Source: an optimization exercise on an open RTL-to-GDS flow (aim: small area). Production flows keep margins and buffers that such runs may drop.
Power and IR drop assume default switching activity.

==> branch harbor <==
// cq
module cq(input wire clk, reset, wr, rd, input wire[15:0] din, output wire empty, full, output wire[15:0] dout);
    reg [2:0] cnt;
    reg [15:0] e0, e1, e2, e3, e4, e5, e6;
    assign empty = (cnt == 3'd0);
    assign full  = (cnt == 3'd7);
    wire push = wr & ~full;
    wire pop  = rd & ~empty;
    always @(posedge clk) begin
        if (reset)
            cnt <= 3'd0;
        else if (push & ~pop)
            cnt <= cnt + 3'd1;
        else if (pop & ~push)
            cnt <= cnt - 3'd1;
    end
    always @(posedge clk) begin
        if (push) begin
            e0 <= din;
            e1 <= e0;
            e2 <= e1;
            e3 <= e2;
            e4 <= e3;
            e5 <= e4;
            e6 <= e5;
        end
    end
    wire s1 = (cnt == 3'd1);
    wire s2 = (cnt == 3'd2);
    wire s3 = (cnt == 3'd3);
    wire s4 = (cnt == 3'd4);
    wire s5 = (cnt == 3'd5);
    wire s6 = (cnt == 3'd6);
    wire s7 = (cnt == 3'd7);
    assign dout = ({16{s1}} & e0) | ({16{s2}} & e1) | ({16{s3}} & e2) |
                  ({16{s4}} & e3) | ({16{s5}} & e4) | ({16{s6}} & e5) |
                  ({16{s7}} & e6);
endmodule
==> module cq, before the edit <==
module cq(input wire clk, reset, wr, rd, input wire[15:0] din, output wire empty, full, output wire[15:0] dout);
    reg [2:0] cnt;
    reg [15:0] e0, e1, e2, e3, e4, e5, e6;
    assign empty = (cnt == 3'd0);
    assign full  = (cnt == 3'd7);
    wire push = wr & ~full;
    wire pop  = rd & ~empty;
    always @(posedge clk) begin
        if (reset)
            cnt <= 3'd0;
        else if (push & ~pop)
            cnt <= cnt + 3'd1;
        else if (pop & ~push)
            cnt <= cnt - 3'd1;
    end
    always @(posedge clk) begin
        if (push) begin
            e0 <= din;
            e1 <= e0;
            e2 <= e1;
            e3 <= e2;
            e4 <= e3;
            e5 <= e4;
            e6 <= e5;
        end
    end
    wire s1 = (cnt == 3'd1);
    wire s2 = (cnt == 3'd2);
    wire s3 = (cnt == 3'd3);
    wire s4 = (cnt == 3'd4);
    wire s5 = (cnt == 3'd5);
    wire s6 = (cnt == 3'd6);
    wire s7 = (cnt == 3'd7);
    assign dout = ({16{s1}} & e0) | ({16{s2}} & e1) | ({16{s3}} & e2) |
                  ({16{s4}} & e3) | ({16{s5}} & e4) | ({16{s6}} & e5) |
                  ({16{s7}} & e6);
endmodule
make LEC_CHECK=0 CAP_MARGIN=20 CORE_MARGIN=2 CORE_UTILIZATION=80 CTS_BUF_LIST=sky130_fd_sc_hd__clkbuf_8 CTS_CLUSTER_SIZE=30 SLEW_MARGIN=20 finish   # period 5.0 ns
run.sh (not shown) runs the stock make flow with config.mk's settings and CLKGATE_MAP_FILE= SYNTH_SCRIPT=/design/flow/synth_recipe.tcl, a recipe that flattens the netlist after the stock synthesis.
==> branch fjord: changes against branch harbor <==
--- a/flow/design.v
+++ b/flow/design.v
@@ -253,38 +253,20 @@
 endmodule
 module cq(input wire clk, reset, wr, rd, input wire[15:0] din, output wire empty, full, output wire[15:0] dout);
-    reg [2:0] cnt;
+    reg [7:0] p;    
     reg [15:0] e0, e1, e2, e3, e4, e5, e6;
-    assign empty = (cnt == 3'd0);
-    assign full  = (cnt == 3'd7);
+    assign empty = p[0];
+    assign full  = p[7];
     wire push = wr & ~full;
     wire pop  = rd & ~empty;
     always @(posedge clk) begin
-        if (reset)
-            cnt <= 3'd0;
-        else if (push & ~pop)
-            cnt <= cnt + 3'd1;
-        else if (pop & ~push)
-            cnt <= cnt - 3'd1;
+        if (reset) p <= 8'd1;
+        else if (push & ~pop) p <= {p[6:0], 1'b0};
+        else if (pop & ~push) p <= {1'b0, p[7:1]};
     end
-    always @(posedge clk) begin
-        if (push) begin
-            e0 <= din;
-            e1 <= e0;
-            e2 <= e1;
-            e3 <= e2;
-            e4 <= e3;
-            e5 <= e4;
-            e6 <= e5;
-        end
+    always @(posedge clk) if (push) begin
+        e0 <= din; e1 <= e0; e2 <= e1; e3 <= e2; e4 <= e3; e5 <= e4; e6 <= e5;
     end
-    wire s1 = (cnt == 3'd1);
-    wire s2 = (cnt == 3'd2);
-    wire s3 = (cnt == 3'd3);
-    wire s4 = (cnt == 3'd4);
-    wire s5 = (cnt == 3'd5);
-    wire s6 = (cnt == 3'd6);
-    wire s7 = (cnt == 3'd7);
-    assign dout = ({16{s1}} & e0) | ({16{s2}} & e1) | ({16{s3}} & e2) |
-                  ({16{s4}} & e3) | ({16{s5}} & e4) | ({16{s6}} & e5) |
-                  ({16{s7}} & e6);
-endmodule
+    assign dout = ({16{p[1]}} & e0) | ({16{p[2]}} & e1) | ({16{p[3]}} & e2) |
+                  ({16{p[4]}} & e3) | ({16{p[5]}} & e4) | ({16{p[6]}} & e5) |
+                  ({16{p[7]}} & e6);
+endmodule
==> flow/flow/run.sh (new file) <==
#!/bin/bash
# Standard ORFS layout, with the port buffers made as sky130_fd_sc_hd__buf_1
# and a clock tree without dummy loads.
set -euo pipefail
bash standard.sh synth > synth.log 2>&1
export BUFFER_PORTS_ARGS="-buffer_cell sky130_fd_sc_hd__buf_1"
export CTS_ARGS="-sink_clustering_enable -repair_clock_nets -dont_use_dummy_load -buf_list sky130_fd_sc_hd__clkbuf_8 -sink_clustering_size 30"
bash standard.sh > layout.log 2>&1
==> flow/standard.sh (new file) <==
#!/bin/bash
# synth_recipe.tcl (not shown) runs the flow's synth.tcl, then flattens the netlist and writes it again
# the make line also repeats each setting of config.mk as NAME=value (left out here)
make -C /OpenROAD-flow-scripts/flow DESIGN_CONFIG=/design/flow/config.mk WORK_HOME=/design/flow/orfs CLKGATE_MAP_FILE= SYNTH_SCRIPT=/design/flow/synth_recipe.tcl "${@:-finish}"
Settings changed: CORE_UTILIZATION 80 to 70, CTS_BUF_LIST sky130_fd_sc_hd__clkbuf_8 to sky130_fd_sc_hd__clkbuf_4, CTS_CLUSTER_SIZE 30 to 20.
removed: flow/run.sh
==> summary.txt <==
Synth
  • FF+latch count, synth: 115
  • Post-synthesis sequential area ratio: 0.784
  • Avg Inst Size Synth: 18.3 µm²
  • Post-Syn Instances: 238
  • Adder-Cell Fraction of Synth Area: 0.0229
  • Post-Synthesis Cell Area: 4370 µm²

Outcome
  • Outcome: stopped before the end
  • Err: [ERROR DPL-0038] Utilization greater than 100%, impossible to legalize
  • Last stage: 4_1_cts

Place
  • Detail Placement HPWL: 5.79 mm
  • Setup WS pre-CTS: 1.38 ns

Die
  • Die width: 77.9 µm

Clocking
  • Clock sink total: 115
-- figures above: branch harbor

==> summary.txt <==
Outcome
  • Outcome: no timing/DRC/antenna violations

Synth
  • FF+latch count, synth: 120
  • Post-Syn Instances: 229
  • Post-synthesis sequential area ratio: 0.814
  • Avg Inst Size Synth: 18.9 µm²
  • Post-Synthesis Cell Area: 4330 µm²

Clocking
  • Worst-Skew Late Latency: 0.42 ns
  • Clock sink total: 120

Place
  • Setup WS pre-CTS: 1.85 ns
  • Detail Placement HPWL: 4.75 mm

Power
  • Total clock network power: 594 µW
  • Clock power share: 0.291
  • Psw: 481 µW

Final layout
  • Nonclk inv count: 1

Die
  • Die width: 82.6 µm

Timing
  • Final Hold Fails: 0
-- figures above: branch fjord

No functional check of the RTL was part of any run of this note.

[separate check: timing with driven ports]
How much do the figures lean on ideal ports? The routed layout below was timed once more, with nothing changed but the port constraints.
Step 1, drivers: a clkbuf_16 drives clk and a buf_2 each remaining input, both assumed.
Step 2 also shifts input and output timing later by t, the mid clock arrival at the registers, as if the neighbouring blocks saw the same clock.
Slacks: ideal / step 1 / step 2; pairs: ideal / step 1.
run: branch fjord
t (ns): 0.442
setup WS [ns]: 2.061 / 2.027 / 1.844
worst setup path after step 2: input to register
worst slew at a driven data input, ns: 0.03
After both steps branch fjord still meets setup and hold. For branch fjord, drivers alone change the setup slack by -0.034 ns; drivers and shift together by -0.217 ns.
